Background: an optimization exercise with open tools, aiming at small area. Do not read the settings as production practice.
Function was checked by simulation only, so behaviour that the tests miss may differ from the original.
No driver is modelled on the clock port, so clock power and skew are understated where the tree is cut down; a real chip needs a root buffer or a tree.
Power figures rest on the tool's default switching activity, not on a simulated workload.

## uart
module uart #(
    parameter BYTE=8,
    parameter CLK_FRQ=100000000,  
    parameter BAUD_RATE=115200    
) (
    input logic clk,
    input logic areset,
    input logic data_in_rx,
    output logic tx_done,
    output logic tx_busy, 
    output logic rx_open,
    output logic rx_valid,
    output logic [BYTE-1:0] rx_saved,
    output logic data_out
);
    tx #(.CLK_FRQ(CLK_FRQ), .BAUD_RATE(BAUD_RATE)) uart_tx(
        .clk(clk),
        .areset(areset),
        .data_loaded(rx_valid),
        .data_in(rx_saved),
        .data_out(data_out),
        .tx_done(tx_done),
        .tx_busy(tx_busy)
    );
    rx #(.CLK_FRQ(CLK_FRQ), .BAUD_RATE(BAUD_RATE), .BYTE(BYTE)) uart_rx (
        .clk(clk),
        .areset(areset),
        .data_in(data_in_rx),
        .rx_open(rx_open),
        .rx_valid(rx_valid),
        .rx_saved(rx_saved)
    );
endmodule
For scale: about 160 cells after synthesis, roughly 16 I/O pins, about 0.0021 mm2 of cells after synthesis.
export LEC_CHECK = 0
export CAP_MARGIN = 20
export CORE_MARGIN = 2
export CORE_UTILIZATION = 40
export SLEW_MARGIN = 20
create_clock -name core_clock -period 10.0 [get_ports {clk}]
run.sh (not shown) runs the stock make flow with config.mk's settings and CLKGATE_MAP_FILE= SYNTH_SCRIPT=/design/flow/synth_recipe.tcl, a recipe that flattens the netlist after the stock synthesis.
Next try:
==> flow/flow/run.sh (new file) <==
#!/bin/bash
# The standard layout, with two changes: the port buffers are buf_1 cells (the
# smallest buffer) instead of the default, and CTS adds no dummy loads.
set -euo pipefail
export BUFFER_PORTS_ARGS="-buffer_cell sky130_fd_sc_hd__buf_1"
export CTS_ARGS="-sink_clustering_enable -repair_clock_nets -dont_use_dummy_load"
bash standard.sh > standard.log 2>&1
==> flow/standard.sh (new file) <==
#!/bin/bash
# synth_recipe.tcl (not shown) runs the flow's synth.tcl, then flattens the netlist and writes it again
# the make line also repeats each setting of config.mk as NAME=value (left out here)
make -C /OpenROAD-flow-scripts/flow DESIGN_CONFIG=/design/flow/config.mk WORK_HOME=/design/flow/orfs CLKGATE_MAP_FILE= SYNTH_SCRIPT=/design/flow/synth_recipe.tcl "${@:-finish}"
removed: flow/run.sh
First-iteration DRC count shrinks by about a fifth. Die area stays the same. Critical path depth stays the same. Cell count shrinks slightly. Wire length grows by a few percent. Worst hold slack degrades by 0.0065 ns. Final area shrinks by a few percent. Maximum frequency grows by roughly a tenth. Clock skew grows by 0.0094 ns. Combinational power shrinks by a little under a tenth. Utilization shrinks by 2.3 points.

== run a ==
Another version of the RTL of uart (not shown whole).
For scale: ~160 cells after synthesis, ~55 flip-flops, about 16 I/O pins, about 1800 sq um of cells after synthesis.
Settings: LEC_CHECK=0, CAP_MARGIN=20, CORE_MARGIN=2, CORE_UTILIZATION=55, SLEW_MARGIN=20; clock period 10.0 ns.
standard.sh (not shown) runs the stock make flow with config.mk's settings and CLKGATE_MAP_FILE= SYNTH_SCRIPT=/design/flow/synth_recipe.tcl, a recipe that flattens the netlist after the stock synthesis.
==> flow/flow/run.sh <==
#!/bin/bash
# The standard layout (the standard.sh), with these changes:
#  - synthesis: the standard synthesis script, but abc maps the logic with
#    each of the area-oriented scripts abc_*.script and keeps the smallest
#    result (synth_wrap.tcl); registers are untouched;
#  - the port buffers are buf_1 cells (the smallest buffer);
#  - clock tree: cts.tcl drives the registers from three inv_6 cells, each at
#    the centre of a third of the registers (split along x), fed by one inv_2
#    root inverter on clk, so each register sees clk through two inverters;
#    a leaf whose registers' clock slew (placement estimate) is over 115 ps
#    is upsized to inv_8.
# Each step's full log is under orfs/logs; make's output is in standard.log.
set -euo pipefail
F=$PWD/flow
mkdir -p abc_stats
export ABC_STAT_DIR=$PWD/abc_stats
export ABC_SCRIPTS="$(ls $F/abc_*.script | tr '\n' ' ')"
printf 'source %s\nsource %s\n' "$F/synth_wrap.tcl" "$PWD/synth_recipe.tcl" > my_synth.tcl
sed "s#SYNTH_SCRIPT=[^ ]*#SYNTH_SCRIPT=$PWD/my_synth.tcl#" standard.sh > my_standard.sh
grep -q "SYNTH_SCRIPT=$PWD/my_synth.tcl" my_standard.sh
export BUFFER_PORTS_ARGS="-buffer_cell sky130_fd_sc_hd__buf_1"
export PRE_CTS_TCL=$F/cts.tcl
export ROOT_INV=sky130_fd_sc_hd__inv_2 LEAF_INV=sky130_fd_sc_hd__inv_6 ONE_CLK_N=3
export LEAF_SLEW_LIMIT=0.115 LEAF_INV_BIG=sky130_fd_sc_hd__inv_8
bash my_standard.sh > standard.log 2>&1
Other scripts of this flow, unchanged in this note and not shown: flow/flow/abc_a1.script, flow/flow/abc_a8.script, flow/flow/abc_b1.script, flow/flow/abc_b2.script, flow/flow/abc_c2.script, flow/flow/abc_c3.script, flow/flow/cts.tcl, flow/flow/synth_wrap.tcl
Run a | status: complete | timing, DRC, antenna: pass
> inputs changed (run a -> run b)
--- a/flow/flow/run.sh
+++ b/flow/flow/run.sh
@@ -6,0 +7,3 @@
+#  - the resizer may swap cells of other footprints (MATCH_CELL_FOOTPRINT=0)
+#    and recovers power (RECOVER_POWER=100), which downsizes gates that the
+#    timing does not need;
@@ -19 +22 @@
-sed "s#SYNTH_SCRIPT=[^ ]*#SYNTH_SCRIPT=$PWD/my_synth.tcl#" standard.sh > my_standard.sh
+sed -e "s#SYNTH_SCRIPT=[^ ]*#SYNTH_SCRIPT=$PWD/my_synth.tcl MATCH_CELL_FOOTPRINT=0 RECOVER_POWER=100#" standard.sh > my_standard.sh
==> run summary <==
~same post-route cell area in run b and run a. On area growth from synthesis to final layout, the higher figure sits with run a, not run b. Via-per-instance ratio in run b is about 0.54% above run a. Comparing run b with run a, the worst setup slack came out essentially unchanged. Run b against run a: routed wire length on met3 rose by 3 microns; met2 wire length saw little to no change; period utilization comparable. On utilization, run b tracks run a almost exactly. The lower number of vias after detailed routing of run b and run a is in run a. Cell count came out exactly the same in run b and run a.
No run of this note takes its clock network from TritonCTS; it comes from the design's own scripts or RTL.

==> separate check: timing with driven ports <==
In the flow no input, the clock included, has a driving cell. The finished layouts below were timed again as built, in two steps.
Step 1, drivers: a clkbuf_16 drives clk and a buf_2 each remaining input, both assumed.
Step 2 adds t to the input delays and takes it off the output delays; t is the mean of the earliest and latest rising clock arrival at the registers after step 1. Input paths then give back, and output paths get back, about the clock's delay inside the block.
Slacks: no drivers / after step 1 / after step 2; pairs: no drivers / after step 1.
| run | t (ns) | slack for setup (ns) | worst setup path at the end |
|---|---|---|---|
| the first run of note 1 | 0.326 | 6.327 / 6.301 / 6.627 | register to output |
| the second run of note 1 | 0.314 | 6.750 / 6.724 / 7.038 | register to output |
| run a | 0.246 | 6.981 / 6.953 / 6.927 | input to register |
| run b | 0.246 | 6.981 / 6.953 / 6.925 | input to register |
After both steps setup and hold are still met in every run listed. The setup slack of run b, which loses most, moves by -0.028 ns with the drivers and by -0.056 ns with both steps.
